This design comes from an exercise in tuning for small area on the open sky130 flow, not from production work.
Only simulation tests tie the RTL to the original design; equivalence was not proved.

## flow/design.v (module list and top-level ports; edited modules follow where they fit)
// module delta_mod: 60 lines
// module aer_input2: 22 lines
// module aer_hidden_busy: 22 lines
// module lif_hidden_L1: 434 lines
// module lif_hidden_L2: 418 lines
// module lif_hidden_L3: 418 lines
// module mac_step: 1091 lines
// module popcount8: 38 lines
// module rca: 19 lines
// module lif_decay: 9 lines
// module lif_addsat: 21 lines
// module lif_spike_ge: 14 lines
// module lif_sat: 11 lines
// module lpf_unit: 27 lines
// module output_decoder: 83 lines
// module snn_top: 293 lines
module snn_top #(
    parameter int ECG_WIDTH          = 11,   
    parameter int DM_STEP_SIZE       = 4,    
    parameter int NUM_HIDDEN_LAYERS  = 4,
    parameter int NEURONS_PER_LAYER  = 8,
    parameter int NEURON_WIDTH       = 16,   
    parameter int NEURON_FRAC_WIDTH  = 8,    
    parameter int CURRENT_WIDTH      = 16,
    parameter int CURRENT_FRAC_WIDTH = 1,
    parameter int WEIGHT_WIDTH       = 8,
    parameter int NUM_TIMESTEPS      = 10,   
    parameter logic signed [31:0] MATCH_THRESHOLD = 32'h0001_0000
)(
    input  logic                                        clk,
    input  logic                                        rst_n,
    input  logic [ECG_WIDTH-1:0]                        ecg_in,
    input  logic                                        inference_start,
    output logic                                        inference_done,
    output logic                                        match,
    output logic [1:0]                                  dm_spike_raster,  
    output logic [NUM_HIDDEN_LAYERS*NEURONS_PER_LAYER-1:0] spike_raster,
    output logic signed [31:0]                          prediction,
    input  logic                                        weight_en,
    input  logic [$clog2(NEURONS_PER_LAYER)-1:0]        weight_addr,
    input  logic signed [NEURON_WIDTH-1:0]              weight_data
);
  // ...
==> flow/flow/run.sh <==
#!/bin/bash
# Layout: the standard flow (standard.sh), with these changes:
#  - after the standard synthesis, flow/polarity.py chooses the polarity of
#    each full-adder cell so that fewer inverters are needed between adders,
#    then flow/reabc.sh re-maps the other combinational logic with ABC
#    (combinational cells only; every register is left as synthesized);
#  - the input and output port buffers are the smallest buffer cell (buf_1)
#    rather than the delay buffer the flow picks by default;
#  - clock tree synthesis runs without dummy loads (CTS_ARGS repeats the
#    flow's CTS settings from config.mk and adds -dont_use_dummy_load).
# Each step writes its full output to its own log file in this folder.
set -euo pipefail
export BUFFER_PORTS_ARGS="-buffer_cell sky130_fd_sc_hd__buf_1"
export CTS_ARGS="-sink_clustering_enable -repair_clock_nets -sink_clustering_size 18 -sink_clustering_max_diameter 80 -buf_list sky130_fd_sc_hd__clkbuf_8 -dont_use_dummy_load"
R=orfs/results/sky130hd/snn_top/base
bash standard.sh synth > standard_synth.log 2>&1
cp "$R/1_2_yosys.v" 1_2_yosys.standard.v
python3 flow/polarity.py 1_2_yosys.standard.v 1_2_yosys.polarity.v --remap > polarity.log 2>&1
bash flow/reabc.sh 1_2_yosys.polarity.v "$R/1_2_yosys.v" > reabc.log 2>&1
touch "$R/1_2_yosys.v"
bash standard.sh > standard_flow.log 2>&1
==> flow/flow/polarity.py <==
#!/usr/bin/env python3
"""Polarity optimisation of full-adder cells in a mapped sky130 netlist.

A full adder is self-dual: FA(~a, ~b, ~c) = (~sum, ~cout). Synthesis leaves
many inverters between adder cells; choosing, for each full adder, whether it
works on true or complemented signals lets most of them go. Every inverter
(except those driving output ports) is removed, each adder is given a
polarity, and one inverter is added for each signal whose other polarity is
still needed. Only combinational cells change; flip-flops keep their cells,
names and connections' logic values.

usage: polarity.py in.v out.v [--remap]
"""
import re
import sys

OUT_PINS = {"X", "Y", "Q", "Q_N", "SUM", "COUT", "HI", "LO"}


def is_inv(t):
    return re.match(r"sky130_fd_sc_hd__(inv|clkinv)_\d+$", t) is not None


def is_fa(t):
    return re.match(r"sky130_fd_sc_hd__fa_\d+$", t) is not None


def is_const(n):
    return re.match(r"^1'[bh][01]$", n) is not None


def const_not(n):
    return "1'b1" if n.endswith("0") else "1'b0"


def main():
    src = open(sys.argv[1]).read()
    m = re.search(r"^(module\s.*?;\n)(.*?)(^endmodule)", src, re.S | re.M)
    head, body = m.group(1), m.group(2)
    cell_re = re.compile(r"^  (sky130_fd_sc_hd__\w+)\s+(\S+)\s*\((.*?)\);\n", re.S | re.M)
    decls = []
    cells = []
    pos = 0
    for cm in cell_re.finditer(body):
        pre = body[pos:cm.start()]
        decls.append(pre)
        pins = [(p, n.strip()) for p, n in re.findall(r"\.(\w+)\(([^()]*)\)", cm.group(3))]
        cells.append([cm.group(1), cm.group(2), pins])
        pos = cm.end()
    tail = body[pos:]
    decl_text = "".join(decls) + tail
    assert "assign" not in decl_text, "assign statements not supported"

    outputs = set()
    for om in re.finditer(r"^\s*output\s+(\[(\d+):(\d+)\]\s+)?(\S+);", head + decl_text, re.M):
        name = om.group(4)
        if om.group(1):
            hi, lo = int(om.group(2)), int(om.group(3))
            for i in range(min(hi, lo), max(hi, lo) + 1):
                outputs.add(f"{name}[{i}]")
        else:
            outputs.add(name)

    driver = {}
    for ci, (t, name, pins) in enumerate(cells):
        for p, n in pins:
            if p in OUT_PINS and n:
                driver[n] = (ci, p)

    # inverters kept as ordinary cells: those driving output ports
    removable = set()
    for ci, (t, name, pins) in enumerate(cells):
        if is_inv(t):
            y = dict(pins)["Y"]
            if y not in outputs:
                removable.add(ci)

    memo = {}

    def root(n):
        if is_const(n):
            return (n, 0)
        if n in memo:
            return memo[n]
        d = driver.get(n)
        if d is not None and d[0] in removable:
            a = dict(cells[d[0]][2])["A"]
            r, p = root(a)
            res = (r, p ^ 1)
        else:
            res = (n, 0)
        memo[n] = res
        return res

    fa_ids = [ci for ci, c in enumerate(cells) if is_fa(c[0])]
    flip = {ci: 0 for ci in fa_ids}
    # FAs driving output ports keep their polarity
    fixed = set()
    for ci in fa_ids:
        for p, n in cells[ci][2]:
            if p in OUT_PINS and n in outputs:
                fixed.add(ci)

    # demand counts: dem[r] = [count true, count complement]
    dem = {}
    uses = []   # (ci, pin index, root, pol)
    for ci, (t, name, pins) in enumerate(cells):
        if ci in removable:
            continue
        for k, (p, n) in enumerate(pins):
            if p in OUT_PINS or not n:
                continue
            r, pol = root(n)
            uses.append((ci, k, r, pol))
    for n in outputs:
        pass  # output port nets are driven directly (never renamed)

    fa_in = {ci: [] for ci in fa_ids}
    for (ci, k, r, pol) in uses:
        if ci in flip:
            fa_in[ci].append((r, pol))
    fa_dem = {}
    for (ci, k, r, pol) in uses:
        eff = pol ^ flip.get(ci, 0)
        dem.setdefault(r, [0, 0])[eff] += 1
        fa_dem.setdefault(r, [0, 0])
        if ci in flip:
            fa_dem[r][eff] += 1

    def natural(r):
        d = driver.get(r)
        if d is not None and d[0] in flip:
            return flip[d[0]]
        return 0

    remap = "--remap" in sys.argv

    def boxed(r):
        # driven by a cell the re-mapping keeps (or an input port)
        d = driver.get(r)
        if d is None:
            return True
        t = cells[d[0]][0]
        return is_fa(t) or re.match(r"sky130_fd_sc_hd__(df|edf|sdf|dl|conb)", t) is not None

    def cost(r):
        if is_const(r):
            return 0
        dd = dem.get(r, [0, 0])
        if remap:
            if not boxed(r):
                return 0
            dd = fa_dem.get(r, [0, 0])
        return 1 if dd[natural(r) ^ 1] > 0 else 0

    fa_out = {}
    for ci in fa_ids:
        fa_out[ci] = [n for p, n in cells[ci][2] if p in OUT_PINS and n]

    def delta(ci):
        ins = fa_in[ci]
        outs = fa_out[ci]
        touched = set(r for r, _ in ins) | set(outs)
        before = sum(cost(r) for r in touched)
        f = flip[ci]
        for r, pol in ins:
            dem[r][pol ^ f] -= 1
            dem[r][pol ^ f ^ 1] += 1
            fa_dem[r][pol ^ f] -= 1
            fa_dem[r][pol ^ f ^ 1] += 1
        flip[ci] ^= 1
        after = sum(cost(r) for r in touched)
        # undo
        flip[ci] ^= 1
        for r, pol in ins:
            dem[r][pol ^ f ^ 1] -= 1
            dem[r][pol ^ f] += 1
            fa_dem[r][pol ^ f ^ 1] -= 1
            fa_dem[r][pol ^ f] += 1
        return after - before

    def do_flip(ci):
        f = flip[ci]
        for r, pol in fa_in[ci]:
            dem[r][pol ^ f] -= 1
            dem[r][pol ^ f ^ 1] += 1
            fa_dem[r][pol ^ f] -= 1
            fa_dem[r][pol ^ f ^ 1] += 1
        flip[ci] ^= 1

    roots = set(dem) | set(n for ci in fa_ids for n in fa_out[ci])
    start = sum(cost(r) for r in roots)
    improved = True
    passes = 0
    while improved and passes < 50:
        improved = False
        passes += 1
        for ci in fa_ids:
            if ci in fixed:
                continue
            if delta(ci) < 0:
                do_flip(ci)
                improved = True
    # then a deterministic annealing search, keeping the best assignment
    import math
    import random
    rng = random.Random(1)
    cur = sum(cost(r) for r in roots)
    best = cur
    best_flip = dict(flip)
    free = [ci for ci in fa_ids if ci not in fixed]
    steps = 40 * len(free)
    for it in range(steps):
        temp = 1.0 * (1 - it / steps) + 0.02
        ci = free[rng.randrange(len(free))]
        dlt = delta(ci)
        if dlt <= 0 or rng.random() < math.exp(-dlt / temp):
            do_flip(ci)
            cur += dlt
            if cur < best:
                best = cur
                best_flip = dict(flip)
    for ci in fa_ids:
        if flip[ci] != best_flip[ci]:
            do_flip(ci)
    improved = True
    while improved:
        improved = False
        for ci in free:
            if delta(ci) < 0:
                do_flip(ci)
                improved = True
    end = sum(cost(r) for r in roots)
    print(f"polarity: {len(removable)} inverters before, {end} after "
          f"({sum(flip.values())} of {len(fa_ids)} adders flipped; {start} without flips)",
          file=sys.stderr)

    # ---- rebuild
    new_wires = []
    new_cells = []
    comp_net = {}   # root -> complement net name
    true_net = {}   # root -> true net name
    cnt = [0]

    def fresh():
        cnt[0] += 1
        w = f"_pol{cnt[0]}_"
        new_wires.append(w)
        return w

    for r in roots:
        if is_const(r):
            true_net[r] = r
            comp_net[r] = const_not(r)
            continue
        dd = dem.get(r, [0, 0])
        if natural(r) == 0:
            true_net[r] = r
            if dd[1] > 0:
                c = fresh()
                comp_net[r] = c
                new_cells.append((r, c))
        else:
            c = fresh()
            comp_net[r] = c
            if dd[0] > 0:
                true_net[r] = r
                new_cells.append((c, r))

    # rewire
    for (ci, k, r, pol) in uses:
        eff = pol ^ flip.get(ci, 0)
        if r not in true_net:   # root with no flip involvement (not in roots)
            true_net[r] = r
        if eff == 0:
            net = true_net[r]
        else:
            if r not in comp_net:
                if is_const(r):
                    comp_net[r] = const_not(r)
                else:
                    c = fresh()
                    comp_net[r] = c
                    new_cells.append((r, c))
            net = comp_net[r]
        p, _ = cells[ci][2][k]
        cells[ci][2][k] = (p, net)
    for ci in fa_ids:
        if flip[ci]:
            pins = cells[ci][2]
            for k, (p, n) in enumerate(pins):
                if p in OUT_PINS and n:
                    pins[k] = (p, comp_net[n])

    # adders with an unused output: a half adder whose sum is unused is an
    # AND gate, a full adder whose sum is unused is a majority gate, a half
    # adder whose carry is unused is an XOR gate
    loads = {}
    for ci, (t, name, pins) in enumerate(cells):
        if ci in removable:
            continue
        for p, n in pins:
            if p not in OUT_PINS and n:
                loads[n] = loads.get(n, 0) + 1
    for a, y in new_cells:
        loads[a] = loads.get(a, 0) + 1

    def unused(n):
        return (not n) or (loads.get(n, 0) == 0 and n not in outputs)

    nrep = 0
    for ci, c in enumerate(cells):
        t, name, pins = c
        pd = dict(pins)
        if re.match(r"sky130_fd_sc_hd__ha_\d+$", t):
            if unused(pd.get("SUM")) and not unused(pd.get("COUT")):
                c[0] = "sky130_fd_sc_hd__and2_1"
                c[2] = [("A", pd["A"]), ("B", pd["B"]), ("X", pd["COUT"])]
                nrep += 1
            elif unused(pd.get("COUT")) and not unused(pd.get("SUM")):
                c[0] = "sky130_fd_sc_hd__xor2_1"
                c[2] = [("A", pd["A"]), ("B", pd["B"]), ("X", pd["SUM"])]
                nrep += 1
        elif is_fa(t):
            if unused(pd.get("SUM")) and not unused(pd.get("COUT")):
                c[0] = "sky130_fd_sc_hd__maj3_1"
                c[2] = [("A", pd["A"]), ("B", pd["B"]), ("C", pd["CIN"]), ("X", pd["COUT"])]
                nrep += 1
    print(f"polarity: {nrep} adders with an unused output replaced by smaller gates", file=sys.stderr)

    def v(n):
        return n + " " if n.startswith("\\") else n

    out = [head]
    out.append(decl_text.rstrip("\n") + "\n" if decl_text.strip() else "")
    for w in new_wires:
        out.append(f"  wire {w};\n")
    for ci, (t, name, pins) in enumerate(cells):
        if ci in removable:
            continue
        pl = ",\n".join(f"    .{p}({v(n)})" for p, n in pins)
        out.append(f"  {t} {name} (\n{pl}\n  );\n")
    for i, (a, y) in enumerate(new_cells):
        out.append(f"  sky130_fd_sc_hd__inv_1 _polinv{i}_ (\n    .A({v(a)}),\n    .Y({v(y)})\n  );\n")
    out.append("endmodule\n")
    open(sys.argv[2], "w").write(src[:m.start()] + "".join(out) + src[m.end():])


main()
==> flow/flow/reabc.sh <==
#!/bin/bash
# reabc.sh IN.v OUT.v : re-map the netlist's plain combinational logic with
# ABC (as ORFS's synthesis does, same script, liberty and don't-use cells),
# keeping every flip-flop, tie cell and full-adder cell as it is (half
# adders are re-mapped with the logic around them).
# Run after polarity.py, so that ABC can fold the inverters that pass added
# into the surrounding logic.
set -euo pipefail
IN=$1
OUT=$2
P=$FLOW_HOME/platforms/sky130hd
LIB=$P/lib/sky130_fd_sc_hd__tt_025C_1v80.lib
YOSYS=${YOSYS_EXE:-$FLOW_HOME/../tools/install/yosys/bin/yosys}
DONT_USE=""
for c in $(sed -n '/^export DONT_USE_CELLS/,/^$/p' $P/config.mk | tr -d '\\' | tr ' ' '\n' | grep '^sky130_'); do
  DONT_USE="$DONT_USE -dont_use $c"
done
cat > reabc.ys <<EOT
read_liberty -ignore_miss_func $LIB
read_verilog $IN
hierarchy -top snn_top
setattr -mod -set keep_hierarchy 1 sky130_fd_sc_hd__fa_* sky130_fd_sc_hd__df* sky130_fd_sc_hd__edf* sky130_fd_sc_hd__conb_1
flatten
opt -purge
abc -script $FLOW_HOME/scripts/abc_speed.script -liberty $LIB $DONT_USE -D 14000
setundef -zero
splitnets
opt_clean -purge
hilomap -singleton -hicell sky130_fd_sc_hd__conb_1 HI -locell sky130_fd_sc_hd__conb_1 LO
insbuf -buf sky130_fd_sc_hd__buf_1 A X
opt_clean -purge
select snn_top
write_verilog -noattr -noexpr -nohex -nodec -selected $OUT
EOT
$YOSYS -s reabc.ys
==> flow/standard.sh <==
#!/bin/bash
# synth_recipe.tcl (not shown) runs the flow's synth.tcl, then flattens the netlist and writes it again
# the make line also repeats each setting of config.mk as NAME=value (left out here)
make -C /OpenROAD-flow-scripts/flow DESIGN_CONFIG=/design/flow/config.mk WORK_HOME=/design/flow/orfs CLKGATE_MAP_FILE= SYNTH_SCRIPT=/design/flow/synth_recipe.tcl "${@:-finish}"
==> flow/config.mk <==
export PLATFORM = sky130hd
export DESIGN_NAME = snn_top
export DESIGN_NICKNAME = snn_top
export VERILOG_FILES = /design/flow/design.v
export SDC_FILE = /design/flow/constraint.sdc
export NUM_CORES = 4
export LEC_CHECK = 0
export CAP_MARGIN = 10
export CORE_MARGIN = 2
export CORE_UTILIZATION = 65
export CTS_BUF_LIST = sky130_fd_sc_hd__clkbuf_8
export CTS_CLUSTER_DIAMETER = 80
export CTS_CLUSTER_SIZE = 18
export PLACE_DENSITY = 0.75
export SLEW_MARGIN = 10
==> flow/constraint.sdc <==
create_clock -name core_clock -period 14.0 [get_ports {clk}]
set_input_delay 2.8000 -clock core_clock [delete_from_list [all_inputs] [get_ports {clk}]]
set_output_delay 2.8000 -clock core_clock [all_outputs]
set_load 0.01 [all_outputs]
==> tab_implementation.tex, run 1 <==
\begin{tabular}{lr}
\hline
Metric & Value \\
\hline
\multicolumn{2}{l}{\textbf{STA}} \\
Final Max Slew Viols & 0 \\
Final period util & 90.6\% \\
Setup Skew & between 0.08 and 0.09 ns \\
Final Worst Setup Slack & between 1 and 1.5 ns \\
Worst hold margin & 0.281 ns \\
\multicolumn{2}{l}{\textbf{Run}} \\
Max-cap violations & 0 \\
\multicolumn{2}{l}{\textbf{Worst setup path}} \\
Crit start category & flop \\
Critical path start-end classification & reg2reg \\
Top cell family by delay on the critical path & adder cells \\
Reg-to-reg startpoint & ph[2]\$\_DFF\_PN0\_ \\
\multicolumn{2}{l}{\textbf{Outcome}} \\
Outcome & no timing/DRC/antenna violations \\
\multicolumn{2}{l}{\textbf{Worst hold path}} \\
Startpoint of the lowest-slack hold path & ring[13][5]\$\_DFF\_P\_ \\
\multicolumn{2}{l}{\textbf{CTS}} \\
Depth of the CTS H-tree & 3 \\
Number of buffers inserted by hold repair at cts & 0 \\
Buffers from clock root to sink, at most & 3 \\
\multicolumn{2}{l}{\textbf{Cells and area}} \\
Top library cells by usage in the layout, fill and taps aside & sky130\_fd\_sc\_hd\_\_dfxtp\_1 (564), sky130\_fd\_sc\_hd\_\_fa\_1 (543), sky130\_fd\_sc\_hd\_\_nor2\_1 (427) \\
Number of sequential cells in the layout & between 900 and 1,000 \\
Share of the final layout cell area in multi-input gates & a little under half \\
Register with the most flip-flops & ring \\
Proportion of layout cells with a drive suffix above 1 & 7.34\% \\
Leading registers by flop count & ring (512), u\_output\_decoder.weights (128), u\_output\_decoder.bank.lpf\_inst.y (120) \\
Core utilization of the finished layout & between 60\% and 70\% \\
Antenna fix cells & 2 \\
\multicolumn{2}{l}{\textbf{GRT}} \\
Met3 global-route usage & under 10\% \\
Global-route wire length before repair & between 150,000 and 200,000 um \\
GR Overflow Total & 0 \\
Aggregate global-route resource usage & $\sim$31\% \\
GRT met2 Usage & a little under half \\
\multicolumn{2}{l}{\textbf{Drt}} \\
Total wirelength of the detailed-routed design & 105,000 um \\
Routed WL per cell & 22.9 um \\
\multicolumn{2}{l}{\textbf{Die}} \\
Die span in x & approximately 270 um \\
\hline
\end{tabular}
==> inputs of run 2 (changes only) <==
--- a/flow/flow/run.sh
+++ b/flow/flow/run.sh
@@ -12,5 +12,5 @@
 set -euo pipefail
 export BUFFER_PORTS_ARGS="-buffer_cell sky130_fd_sc_hd__buf_1"
-export CTS_ARGS="-sink_clustering_enable -repair_clock_nets -sink_clustering_size 18 -sink_clustering_max_diameter 80 -buf_list sky130_fd_sc_hd__clkbuf_8 -dont_use_dummy_load"
+export CTS_ARGS="-sink_clustering_enable -repair_clock_nets -sink_clustering_size 16 -sink_clustering_max_diameter 70 -buf_list sky130_fd_sc_hd__clkbuf_8 -dont_use_dummy_load"
 R=orfs/results/sky130hd/snn_top/base
 bash standard.sh synth > standard_synth.log 2>&1
--- a/flow/config.mk
+++ b/flow/config.mk
@@ -10,6 +10,7 @@
 export CORE_UTILIZATION = 65
 export CTS_BUF_LIST = sky130_fd_sc_hd__clkbuf_8
-export CTS_CLUSTER_DIAMETER = 80
-export CTS_CLUSTER_SIZE = 18
+export CTS_CLUSTER_DIAMETER = 70
+export CTS_CLUSTER_SIZE = 16
+export GPL_TIMING_DRIVEN = 0
 export PLACE_DENSITY = 0.75
 export SLEW_MARGIN = 10
==> run 2 against run 1 <==
Still clean; sequential share of layout area decreased by 0.71 points; area after synthesis increased by 0.22%; critical path depth increased by 4; utilization increased by 0.96 points; non-clock buffer count increased by 106; flip-flop and latch count unchanged; clock skew increased by 0.032 ns; final cell count increased by 3.2%; global-route usage decreased by 1.0 points; die area increased by 0.22%; critical path type unchanged; highest routed layer is now met5.
==> tab_implementation.tex, run 2 <==
\begin{tabular}{lr}
\hline
Metric & Value \\
\hline
\multicolumn{2}{l}{\textbf{Cells and area}} \\
Leading cell type in the layout, fill and taps excluded & sky130\_fd\_sc\_hd\_\_dfxtp\_1 \\
Register with the most flip-flops & ring \\
Core utilization of the finished layout & 70.1\% (+0.96 points) \\
Leading registers by flop count & ring (512), u\_output\_decoder.weights (128), u\_output\_decoder.bank.lpf\_inst.y (120) \\
Non-filler cells in the finished layout & 4,752 \\
Fill cell instance count of the final layout & just under 5,000 \\
Top library cells by usage in the layout, fill and taps aside & sky130\_fd\_sc\_hd\_\_dfxtp\_1 (564), sky130\_fd\_sc\_hd\_\_fa\_1 (543), sky130\_fd\_sc\_hd\_\_nor2\_1 (420) \\
NumNets Final & around 4,400 \\
Number of flip-flops in the largest register & 512 \\
Proportion of layout cells with a drive suffix above 1 & 7.20\% (-0.14 points) \\
Synthesis-to-layout area growth & 6.71\% \\
\multicolumn{2}{l}{\textbf{STA}} \\
Worst Tran Pin Value & 1.36 ns \\
Final period util & 96.1\% (+5.5 points) \\
Achievable frequency & between 70 and 80 MHz \\
Headroom to the max-slew limit & between 9 and 10\% \\
Endpoints failing hold & 0 \\
Setup Skew & 0.113 ns (+0.0316 ns) \\
Min Tclk post-route & about 13 ns \\
Final Setup Violations & 0 \\
Final Max Slew Viols & 0 (unchanged) \\
Unrepaired setup endpoints after global routing & no \\
\multicolumn{2}{l}{\textbf{CTS}} \\
Clock root buffer & sky130\_fd\_sc\_hd\_\_clkbuf\_8 \\
Post-CTS clock slew at the launch and capture registers of the worst setup and hold paths & 0.12 ns \\
Number of buffers inserted by hold repair at cts & 0 (unchanged) \\
Depth of the CTS H-tree & 3 (unchanged) \\
Setup bufs post-CTS & 0 \\
Clock Latency Late Sink & around 0.74 ns \\
Number of buffers added by the clock tree synthesis step & a little over 70 \\
Post\_cts resized & 0 \\
Buffers from clock root to sink, at most & 3 (unchanged) \\
Number of sinks driven by the clock tree & about 970 \\
Clock tree from TritonCTS & yes \\
\multicolumn{2}{l}{\textbf{Outcome}} \\
Outcome & no timing/DRC/antenna violations \\
\multicolumn{2}{l}{\textbf{Die}} \\
Starting density of the core & between 60\% and 70\% \\
Area of the die & roughly 0.071 mm2 \\
Num rows & 96 \\
Boundary Pins & about 100 \\
Die span in x & 267 um (+0.11\%) \\
Core area & 0.0686 mm2 \\
Die extent in y & between 200 and 300 um \\
\multicolumn{2}{l}{\textbf{Synth}} \\
Avg Synthesized Cell Area & 12.4 um2 \\
YS warnings & 51 \\
Number of instances in the synthesized netlist & about 3,600 \\
Syn\_nets & between 4,000 and 5,000 \\
Netlist area before placement & 0.0450 mm2 \\
\multicolumn{2}{l}{\textbf{GRT}} \\
Most used routing layer in global routing & met1 \\
GR Overflow Total & 0 (unchanged) \\
Vias in the first global route & around 29,000 \\
Maximum number of pins on one net before global-route repair & between 70 and 80 \\
GRT met2 Usage & 43.6\% (-2.5 points) \\
Antenna violations before repair & 2 \\
Aggregate global-route resource usage & 29.8\% (-1.0 points) \\
Global-route wire length before repair & 161,000 um (-3.6\%) \\
Fraction of met1 tracks used by global routing & roughly 44\% \\
Met3 global-route usage & 7.95\% (+1.3 points) \\
\multicolumn{2}{l}{\textbf{Drt}} \\
Antenna Violating Nets Remaining & 0 \\
Total number of vias & between 20,000 and 30,000 \\
Detailed Route Iter0 Violations & 2,909 \\
Count of TritonRoute iterations in the first routing pass & 8 \\
Total wirelength of the detailed-routed design & 103,000 um (-2.4\%) \\
Routed WL per cell & 21.6 um (-5.5\%) \\
DRC violation count after routing & 0 \\
Vias per Instance & about 6 \\
\multicolumn{2}{l}{\textbf{Worst setup path}} \\
Buffering stage count on the worst path with inverters included & 6 \\
Required @ worst endpoint & 14.45 ns \\
Worst Path Arrival & roughly 14 ns \\
Nature of the critical path endpoint & flop \\
Crit start category & flop \\
Cell type of the slowest stage on the worst timing path & sky130\_fd\_sc\_hd\_\_dfrtp\_2 \\
Longest individual stage delay on the worst path & $\sim$0.66 ns \\
Top cell family by delay on the critical path & adder cells \\
Crit path top cell by count & sky130\_fd\_sc\_hd\_\_fa\_1 \\
Critical Path Fanout Max & 36 \\
Critical path start-end classification & reg2reg \\
\multicolumn{2}{l}{\textbf{Placement}} \\
Placer's final routability congestion estimate & 0.952 \\
Detail Placement HPWL & about 76,000 um \\
Cell total after placement & 4,677 \\
Number of buffers inserted by port buffering & roughly 100 \\
\multicolumn{2}{l}{\textbf{Worst hold path}} \\
Tightest Hold Check Type & reg2reg \\
\multicolumn{2}{l}{\textbf{Run}} \\
Max-cap violations & 0 (unchanged) \\
\hline
\end{tabular}
## run 2: per-stage QoR
stage                     worst slack (ns)  hold slack, ns  setup TNS, ns  instance area [um2]
after detailed placement             0.815           0.312              0                47100
final                                0.546           0.211              0                48100
after global routing                0.0104           0.219              0                48100
after floorplan                      0.789           0.310              0                45000
after CTS                            0.734           0.201              0                48000
after global placement               -1.22           0.310        -161.82                46600
## run 2: metal layers
| layer | vias up | routed length [um] | part of all wire [%] |
|---|---|---|---|
| met4 | 2 | 3530 | 3.4 |
| met5 | - | 8 | 0.0078 |
| li1 | 12400 | - | - |
| met2 | 1443 | 44900 | 44 |
| met3 | 262 | 10500 | 10 |
| met1 | 14200 | 43900 | 43 |
## run 2: worst paths after layout
check,to,cells past startpoint,slack (ns),from
worst max register to register,l0_cand[5][3]$_DFFE_PP_,39,0.55,ph[0]$_DFF_PN0_
worst min register to register,ring[5][14]$_DFF_P_,0,0.21,ring[6][14]$_DFF_P_
min in group asynchronous,u_output_decoder.prediction[22]$_DFFE_PN0P_,1,2.16,rst_n
worst min-delay path,ring[5][14]$_DFF_P_,0,0.21,ring[6][14]$_DFF_P_
max in group asynchronous,u_output_decoder.bank[7].lpf_inst.y[14]$_DFF_PN0_,4,10.65,rst_n
worst max-delay path,l0_cand[5][3]$_DFFE_PP_,39,0.55,ph[0]$_DFF_PN0_
## run 2: final cells by class
class                      instances  area [um2]  share of cell area, %
antenna                            1        2.50                0.00521
tap                              931        1160                   2.42
buffer                           147         584                   1.22
multi-input combinational       2396       21800                   45.4
sequential                       965       22300                   46.3
timing repair buffer             127         806                   1.68
clock buffer                      72         991                   2.06
inverter                         113         424                  0.882
==> inputs of run 3 (changes only) <==
--- a/flow/config.mk
+++ b/flow/config.mk
@@ -12,5 +12,4 @@
 export CTS_CLUSTER_DIAMETER = 70
 export CTS_CLUSTER_SIZE = 16
-export GPL_TIMING_DRIVEN = 0
 export PLACE_DENSITY = 0.75
 export SLEW_MARGIN = 10
==> run 3 against run 2 <==
Cell area down 0.97%; clock-buffer cell count up 1; final cell count down 2.1%; area after synthesis up 0.16%; global-route usage up 0.53 points; utilization down 0.80 points.
==> tab_implementation.tex, run 3 <==
\begin{tabular}{lr}
\hline
Metric & Value \\
\hline
\multicolumn{2}{l}{\textbf{Outcome}} \\
Outcome & no timing/DRC/antenna violations \\
\multicolumn{2}{l}{\textbf{STA}} \\
Min Tclk post-route & 12.37 ns (-1.08 ns) \\
Achievable frequency & 80.8 MHz (+8.8\%) \\
Endpoints failing hold & 0 (unchanged) \\
Setup Skew & 0.0680 ns (-0.0451 ns) \\
Final Setup Violations & 0 (unchanged) \\
Worst Tran Pin Value & 1.12 ns (-0.237 ns) \\
Unrepaired setup endpoints after global routing & no \\
Headroom to the max-slew limit & 24.9\% (+16 points) \\
Final period util & 88.4\% (-7.7 points) \\
Setup TNS after final layout & 0 ns (unchanged) \\
Final Max Slew Viols & 0 (unchanged) \\
\multicolumn{2}{l}{\textbf{Worst setup path}} \\
Critical Path Fanout Max & 61 (+69\%) \\
Reg-to-reg startpoint & u\_output\_decoder.dc[1]\$\_DFF\_PN0\_ \\
Endpoint of the most critical register-to-register path & u\_output\_decoder.s\_acc[20]\$\_SDFF\_PN0\_ \\
Worst R2R Path Depth & 27 (-31\%) \\
Crit start category & flop \\
Critical path start-end classification & reg2reg \\
Nature of the critical path endpoint & flop \\
Required @ worst endpoint & 14.58 ns (+0.13 ns) \\
Worst Path Arrival & 12.95 ns (-0.96 ns) \\
Worst-case register-to-register setup slack & 1.63 ns (+1.08 ns) \\
\multicolumn{2}{l}{\textbf{Cells and area}} \\
Register with the most flip-flops & ring \\
Leading registers by flop count & ring (512), u\_output\_decoder.weights (128), u\_output\_decoder.bank.lpf\_inst.y (120) \\
Top library cells by usage in the layout, fill and taps aside & sky130\_fd\_sc\_hd\_\_dfxtp\_1 (564), sky130\_fd\_sc\_hd\_\_fa\_1 (543), sky130\_fd\_sc\_hd\_\_nor2\_1 (421) \\
Leading cell type in the layout, fill and taps excluded & sky130\_fd\_sc\_hd\_\_dfxtp\_1 \\
Proportion of layout cells with a drive suffix above 1 & 7.59\% (+0.39 points) \\
Sequential cell area & 0.0223 mm2 (about the same) \\
Fill cell instance count of the final layout & 4,984 (+1.1\%) \\
Synthesis-to-layout area growth & 5.51\% \\
Number of flip-flops in the largest register & 512 (unchanged) \\
Total area of multi-input combinational cells & 0.0219 mm2 (+0.28\%) \\
NumNets Final & 4,293 (-2.4\%) \\
\multicolumn{2}{l}{\textbf{GRT}} \\
Aggregate global-route resource usage & 30.3\% (+0.53 points) \\
Maximum number of pins on one net before global-route repair & 179 (+150\%) \\
Vias in the first global route & 29,200 (+1.4\%) \\
GR Overflow Total & 0 (unchanged) \\
Antenna violations before repair & 2 (unchanged) \\
Global-route wire length before repair & 165,000 um (+2.5\%) \\
\multicolumn{2}{l}{\textbf{CTS}} \\
Clock root buffer & sky130\_fd\_sc\_hd\_\_clkbuf\_8 \\
Buffers from clock root to sink, at most & 3 (unchanged) \\
Clock tree from TritonCTS & yes \\
Clock Latency Late Sink & 0.72 ns (-0.02 ns) \\
Depth of the CTS H-tree & 3 (unchanged) \\
Post-CTS clock slew at the launch and capture registers of the worst setup and hold paths & 0.11 ns (about the same) \\
Number of buffers added by the clock tree synthesis step & 73 (+1.4\%) \\
Post\_cts resized & 0 (unchanged) \\
Setup bufs post-CTS & 0 (unchanged) \\
Number of sinks driven by the clock tree & 965 (unchanged) \\
Number of buffers inserted by hold repair at cts & 0 (unchanged) \\
\multicolumn{2}{l}{\textbf{Drt}} \\
Detailed Route Iter0 Violations & 2,548 (-12\%) \\
Routed WL per cell & 22.4 um (+3.7\%) \\
Antenna Violating Nets Remaining & 0 (unchanged) \\
Vias per Instance & 5.95 (about the same) \\
Total wirelength of the detailed-routed design & 104,000 um (+1.4\%) \\
DRC violation count after routing & 0 (unchanged) \\
Count of TritonRoute iterations in the first routing pass & 9 (+1) \\
Total number of vias & 27,600 (-2.1\%) \\
\multicolumn{2}{l}{\textbf{Placement}} \\
Detail Placement HPWL & 76,800 um (+0.58\%) \\
Placer's final routability congestion estimate & 0.944 (-0.80\%) \\
Number of buffers inserted by port buffering & 101 (unchanged) \\
\multicolumn{2}{l}{\textbf{Synth}} \\
Netlist area before placement & 0.0451 mm2 (+0.16\%) \\
YS warnings & 51 (unchanged) \\
Avg Synthesized Cell Area & 12.4 um2 (about the same) \\
Syn\_nets & 4,205 (+0.17\%) \\
Number of instances in the synthesized netlist & 3,628 (+0.19\%) \\
\multicolumn{2}{l}{\textbf{Die}} \\
Die extent in y & 267 um (about the same) \\
Area of the die & 0.0715 mm2 (+0.16\%) \\
Core area & 0.0687 mm2 (+0.18\%) \\
Die span in x & 267 um (about the same) \\
Boundary Pins & 102 (unchanged) \\
Starting density of the core & 65.7\% (about the same) \\
Num rows & 96 (unchanged) \\
\multicolumn{2}{l}{\textbf{Worst hold path}} \\
End of the worst hold path & ring[22][14]\$\_DFF\_P\_ \\
Hold path cells & 0 (unchanged) \\
Tightest Hold Check Type & reg2reg \\
Startpoint of the lowest-slack hold path & ring[23][14]\$\_DFF\_P\_ \\
\multicolumn{2}{l}{\textbf{Run}} \\
Max-cap violations & 0 (unchanged) \\
\hline
\end{tabular}
-- run 3: how the worst max path moves through the flow --
stage	startpoint	to	slack, ns
finish	u_output_decoder.dc[1]$_DFF_PN0_	u_output_decoder.s_acc[20]$_SDFF_PN0_	1.63
global route	ph[1]$_DFF_PN0_	l0_cand[0][1]$_DFFE_PP_	1.07
CTS	u_output_decoder.dc[1]$_DFF_PN0_	u_output_decoder.s_acc[20]$_SDFF_PN0_	1.58
detailed placement	u_output_decoder.dc[1]$_DFF_PN0_	u_output_decoder.s_acc[20]$_SDFF_PN0_	1.58
global placement	u_output_decoder.dc[1]$_DFF_PN0_	u_output_decoder.s_acc[20]$_SDFF_PN0_	1.74
floorplan	u_output_decoder.dc[1]$_DFF_PN0_	u_output_decoder.s_acc[20]$_SDFF_PN0_	0.75
-- run 3: worst max-delay path: stages (launching register included) --
cell                      delay (ns)
sky130_fd_sc_hd__dfrtp_4        0.99
sky130_fd_sc_hd__nor2_4         0.10
sky130_fd_sc_hd__xnor2_4        0.67
sky130_fd_sc_hd__buf_4          0.34
sky130_fd_sc_hd__mux2i_1        0.20
sky130_fd_sc_hd__buf_4          0.25
sky130_fd_sc_hd__nor2_1         0.09
sky130_fd_sc_hd__fa_1           0.53
sky130_fd_sc_hd__fa_1           0.45
sky130_fd_sc_hd__fa_1           0.50
sky130_fd_sc_hd__fa_1           0.44
sky130_fd_sc_hd__fa_1           0.46
sky130_fd_sc_hd__fa_1           0.46
sky130_fd_sc_hd__fa_1           0.53
sky130_fd_sc_hd__fa_1           0.48
sky130_fd_sc_hd__fa_1           0.46
sky130_fd_sc_hd__fa_1           0.46
sky130_fd_sc_hd__fa_1           0.47
sky130_fd_sc_hd__fa_1           0.46
sky130_fd_sc_hd__fa_1           0.48
sky130_fd_sc_hd__fa_1           0.48
sky130_fd_sc_hd__fa_1           0.47
sky130_fd_sc_hd__fa_1           0.46
sky130_fd_sc_hd__fa_1           0.47
sky130_fd_sc_hd__fa_1           0.47
sky130_fd_sc_hd__fa_1           0.46
sky130_fd_sc_hd__fa_1           0.47
sky130_fd_sc_hd__and2_0         0.15
-- run 3: per-stage QoR --
| stage | util, % | cell area (um2) | setup slack, ns | hold slack [ns] | instances |
|---|---|---|---|---|---|
| 2_1_floorplan | - | 45100 | 0.751 | 0.310 | 3628 |
| 3_3_place_gp | 67.8 | 46600 | 1.74 | 0.310 | 4572 |
| 4_1_cts | 69.3 | 47600 | 1.58 | 0.280 | 4645 |
| 3_5_place_dp | 67.8 | 46600 | 1.58 | 0.312 | 4572 |
| 5_1_grt | 69.3 | 47600 | 1.07 | 0.276 | 4650 |
| 6_report | 69.3 | 47600 | 1.63 | 0.275 | 4650 |
-- run 3: cell type report --
cell class              instances  share of cell area [%]
diodes                          5                  0.0263
clock buffers                  73                    2.11
inverters                     114                   0.899
multi-input cells            2401                    46.0
flip-flops and latches        965                    46.8
well taps                     931                    2.45
repair buffers                161                    1.78
-- run 3: per-layer routing --
metal	share of wire (%)	GRT usage, %
met3	8.7	6.99
met2	45	46.0
met4	2.5	7.96
met5	0	0
met1	44	44.8
==> inputs of run 4 (changes only) <==
==> flow/flow/abc_remap.script (new file) <==
&get -n
&st
&dch
&nf
&st
&syn2
&if -g -K 6
&synch2
&nf
&st
&syn2
&if -g -K 6
&synch2
&nf
&st
&syn2
&if -g -K 6
&synch2
&nf
&st
&syn2
&if -g -K 6
&synch2
&nf
&st
&syn2
&if -g -K 6
&synch2
&nf
&put
topo
stime -c
dnsize -c
--- a/flow/flow/reabc.sh
+++ b/flow/flow/reabc.sh
@@ -1,5 +1,7 @@
 #!/bin/bash
 # reabc.sh IN.v OUT.v : re-map the netlist's plain combinational logic with
-# ABC (as ORFS's synthesis does, same script, liberty and don't-use cells),
+# ABC (ORFS's speed script without its buffering and upsizing, which the
+# layout's own timing repair does where needed; same liberty and
+# don't-use cells),
 # keeping every flip-flop, tie cell and full-adder cell as it is (half
 # adders are re-mapped with the logic around them).
@@ -23,5 +25,5 @@
 flatten
 opt -purge
-abc -script $FLOW_HOME/scripts/abc_speed.script -liberty $LIB $DONT_USE -D 14000
+abc -script $(pwd)/flow/abc_remap.script -liberty $LIB $DONT_USE -D 14000
 setundef -zero
 splitnets
--- a/flow/config.mk
+++ b/flow/config.mk
@@ -12,4 +12,5 @@
 export CTS_CLUSTER_DIAMETER = 70
 export CTS_CLUSTER_SIZE = 16
+export GPL_TIMING_DRIVEN = 0
 export PLACE_DENSITY = 0.75
 export SLEW_MARGIN = 10
==> run 4 against run 3 <==
Worst hold slack improved by 0.013 ns; clock skew grew 0.0093 ns; sequential share of layout area fell by 0.48 points.
==> tab_implementation.tex, run 4 <==
\begin{tabular}{lr}
\hline
Metric & Value \\
\hline
\multicolumn{2}{l}{\textbf{Outcome}} \\
Outcome & no timing/DRC/antenna violations \\
\multicolumn{2}{l}{\textbf{Placement}} \\
Worst slack at placement & 0.593 ns (-0.989 ns) \\
Placed cell areas & 0.0471 mm2 (+1.0\%) \\
Placer's final routability congestion estimate & 0.932 (-1.3\%) \\
Number of buffers inserted by port buffering & 101 (unchanged) \\
Detail Placement HPWL & 74,800 um (-2.6\%) \\
\multicolumn{2}{l}{\textbf{Synth}} \\
Syn\_nets & 4,110 (-2.3\%) \\
Number of instances in the synthesized netlist & 3,533 (-2.6\%) \\
Netlist area before placement & 0.0446 mm2 (-1.2\%) \\
Avg Synthesized Cell Area & 12.6 um2 (+1.4\%) \\
YS warnings & 51 (unchanged) \\
\multicolumn{2}{l}{\textbf{Cells and area}} \\
Top library cells by usage in the layout, fill and taps aside & sky130\_fd\_sc\_hd\_\_dfxtp\_1 (564), sky130\_fd\_sc\_hd\_\_fa\_1 (543), sky130\_fd\_sc\_hd\_\_nor2\_1 (417) \\
Fill cell instance count of the final layout & 4,773 (-4.2\%) \\
Synthesis-to-layout area growth & 7.95\% \\
Fin area & 0.0481 mm2 (+1.1\%) \\
Number of flip-flops in the largest register & 512 (unchanged) \\
NumNets Final & 4,335 (+0.98\%) \\
Leading cell type in the layout, fill and taps excluded & sky130\_fd\_sc\_hd\_\_dfxtp\_1 \\
Proportion of layout cells with a drive suffix above 1 & 6.10\% (-1.5 points) \\
Core utilization of the finished layout & 70.5\% (+1.2 points) \\
Leading registers by flop count & ring (512), u\_output\_decoder.weights (128), u\_output\_decoder.bank.lpf\_inst.y (120) \\
Register with the most flip-flops & ring \\
\multicolumn{2}{l}{\textbf{Worst setup path}} \\
Longest individual stage delay on the worst path & 0.80 ns (-0.19 ns) \\
Critical Path Fanout Max & 19 (-69\%) \\
Worst R2R Path Depth & 35 (+30\%) \\
Required @ worst endpoint & 14.34 ns (-0.24 ns) \\
Endpoint of the most critical register-to-register path & l0\_cand[5][1]\$\_DFFE\_PP\_ \\
Worst Path Arrival & 13.75 ns (+0.80 ns) \\
Nature of the critical path endpoint & flop \\
Reg-to-reg startpoint & ph[2]\$\_DFF\_PN0\_ \\
Worst-case register-to-register setup slack & 0.60 ns (-1.03 ns) \\
Termination of the worst setup path & l0\_cand[5][1]\$\_DFFE\_PP\_ \\
Critical path startpoint & ph[2]\$\_DFF\_PN0\_ \\
Crit path top cell by count & sky130\_fd\_sc\_hd\_\_fa\_1 \\
Critical path start-end classification & reg2reg \\
Cell type of the slowest stage on the worst timing path & sky130\_fd\_sc\_hd\_\_a211oi\_1 \\
Crit start category & flop \\
\multicolumn{2}{l}{\textbf{CTS}} \\
Buffers from clock root to sink, at most & 3 (unchanged) \\
Number of sinks driven by the clock tree & 965 (unchanged) \\
Number of buffers inserted by hold repair at cts & 0 (unchanged) \\
Clock root buffer & sky130\_fd\_sc\_hd\_\_clkbuf\_8 \\
Depth of the CTS H-tree & 3 (unchanged) \\
Post-CTS clock slew at the launch and capture registers of the worst setup and hold paths & 0.10 ns (about the same) \\
Clock Latency Late Sink & 0.70 ns (-0.02 ns) \\
Clock tree from TritonCTS & yes \\
Number of buffers added by the clock tree synthesis step & 74 (+1.4\%) \\
\multicolumn{2}{l}{\textbf{GRT}} \\
Antenna violations before repair & 1 (-1) \\
Aggregate global-route resource usage & 29.9\% (-0.46 points) \\
Vias in the first global route & 29,300 (+0.50\%) \\
Global-route wire length before repair & 163,000 um (-1.4\%) \\
GR Overflow Total & 0 (unchanged) \\
Maximum number of pins on one net before global-route repair & 53 (-70\%) \\
\multicolumn{2}{l}{\textbf{Die}} \\
Die extent in y & 266 um (-0.60\%) \\
Starting density of the core & 65.3\% (-0.35 points) \\
Die span in x & 266 um (-0.60\%) \\
Num rows & 96 (unchanged) \\
Area of the die & 0.0707 mm2 (-1.2\%) \\
Boundary Pins & 102 (unchanged) \\
Core area & 0.0682 mm2 (-0.70\%) \\
\multicolumn{2}{l}{\textbf{Run}} \\
Max-cap violations & 0 (unchanged) \\
\multicolumn{2}{l}{\textbf{STA}} \\
Endpoints failing hold & 0 (unchanged) \\
Final Max Slew Viols & 0 (unchanged) \\
Headroom to the max-slew limit & 29.8\% (+4.8 points) \\
Setup Skew & 0.0773 ns (+0.00932 ns) \\
Worst hold margin & 0.288 ns (+0.0129 ns) \\
Worst Tran Pin Value & 1.05 ns (-0.0790 ns) \\
Setup TNS after final layout & 0 ns (unchanged) \\
Achievable frequency & 74.6 MHz (-7.7\%) \\
Min Tclk post-route & 13.40 ns (+1.03 ns) \\
Unrepaired setup endpoints after global routing & no \\
Final period util & 95.7\% (+7.4 points) \\
Final Setup Violations & 0 (unchanged) \\
Final Worst Setup Slack & 0.596 ns (-1.03 ns) \\
\multicolumn{2}{l}{\textbf{Drt}} \\
Count of TritonRoute iterations in the first routing pass & 6 (-3) \\
DRC violation count after routing & 0 (unchanged) \\
Detailed Route Iter0 Violations & 2,703 (+6.1\%) \\
Total wirelength of the detailed-routed design & 101,000 um (-2.8\%) \\
Routed WL per cell & 21.9 um (-2.6\%) \\
Antenna Violating Nets Remaining & 0 (unchanged) \\
Vias per Instance & 6.02 (+1.3\%) \\
Total number of vias & 27,900 (+1.1\%) \\
\multicolumn{2}{l}{\textbf{Worst hold path}} \\
Tightest Hold Check Type & reg2reg \\
\hline
\end{tabular}
==> run 4: cell count changes in the layout (fill, tap and decap cells not counted), sizes merged, moves of 5 or more <==
cell    previous run  this run
a21oi            110       100
nand2            374       369
inv              111         0
clkinv             3       116
buf              160       215
==> run 4: worst min path at each step <==
stage / start / end / slack (ns) / cells after the start
after floorplan: ring[1][0]$_DFF_P_ / ring[0][0]$_DFF_P_ / 0.31 / 0
after global placement: ring[29][2]$_DFF_P_ / ring[28][2]$_DFF_P_ / 0.31 / 0
after detailed placement: ring[17][2]$_DFF_P_ / ring[16][2]$_DFF_P_ / 0.31 / 0
after CTS: ring[31][11]$_DFF_P_ / ring[30][11]$_DFF_P_ / 0.28 / 0
after global routing: ring[23][13]$_DFF_P_ / ring[22][13]$_DFF_P_ / 0.29 / 0
final: ring[17][0]$_DFF_P_ / ring[16][0]$_DFF_P_ / 0.29 / 0
==> run 4: per-stage QoR <==
stage	cells
2_1_floorplan	3533
3_3_place_gp	4516
3_5_place_dp	4564
4_1_cts	4638
5_1_grt	4640
6_report	4640
==> run 4: worst max-delay path: cells and delay by family, from the launching register on <==
family	cells	cell delay (ns)
buffers and inverters	4	1.11
AO/OA/AOI/OAI	5	2.14
adder cells (fa/ha/maj)	22	8.14
flip-flops	1	0.62
AND/OR/NAND/NOR	4	1.06
==> run 4: per-layer routing <==
metal / routed length, um / share of wire (%) / vias to the layer above / track usage [%]
met1: 42500 / 42 / 14200 / 43.6
met3: 9610 / 9.5 / 220 / 6.48
met5: 0 / 0 / - / 0
met4: 2820 / 2.8 / 0 / 8.97
li1: - / - / 12300 / -
met2: 46500 / 46 / 1283 / 45.8
==> run 4: what timing repair did <==
item                       in CTS  in global routing
setup endpoints to repair       0                 20
resized for setup               0                  3
buffers inserted                0                  0
==> run 4: cell type report <==
cell class / instances / area (um2) / share of cell area, %
Clock buffer: 74 / 1020 / 2.12
Sequential cell: 965 / 22300 / 46.3
Timing Repair Buffer: 149 / 1100 / 2.29
Inverter: 116 / 438 / 0.910
Buffer: 66 / 248 / 0.515
Antenna cell: 2 / 5.00 / 0.0104
Multi-Input combinational cell: 2386 / 21900 / 45.6
Tap cell: 882 / 1100 / 2.29

==> static timing again, ports no longer ideal <==
The flow's constraints put no driver on any port. The routed layouts listed below were extracted and timed again, unchanged, in two steps. Step 1: set_driving_cell puts a clkbuf_16 on clk and a buf_2 on each other input, an assumption about the parent block. Step 2 also shifts input and output timing later by t, the mid clock arrival at the registers, as if the neighbouring blocks saw the same clock. Three values: ideal ports, drivers, drivers and shift; two values: the first two.
run	t (ns)	setup slack, ns	worst hold slack (ns)
run 1	0.748	1.319 / 1.319 / 1.319	0.281 / 0.281 / 0.281
run 2	0.748	0.546 / 0.546 / 0.546	0.211 / 0.211 / 0.211
run 3	0.752	1.629 / 1.629 / 1.629	0.275 / 0.275 / 0.275
run 4	0.716	0.596 / 0.596 / 0.596	0.288 / 0.288 / 0.288
After both steps every run listed still meets setup and hold.
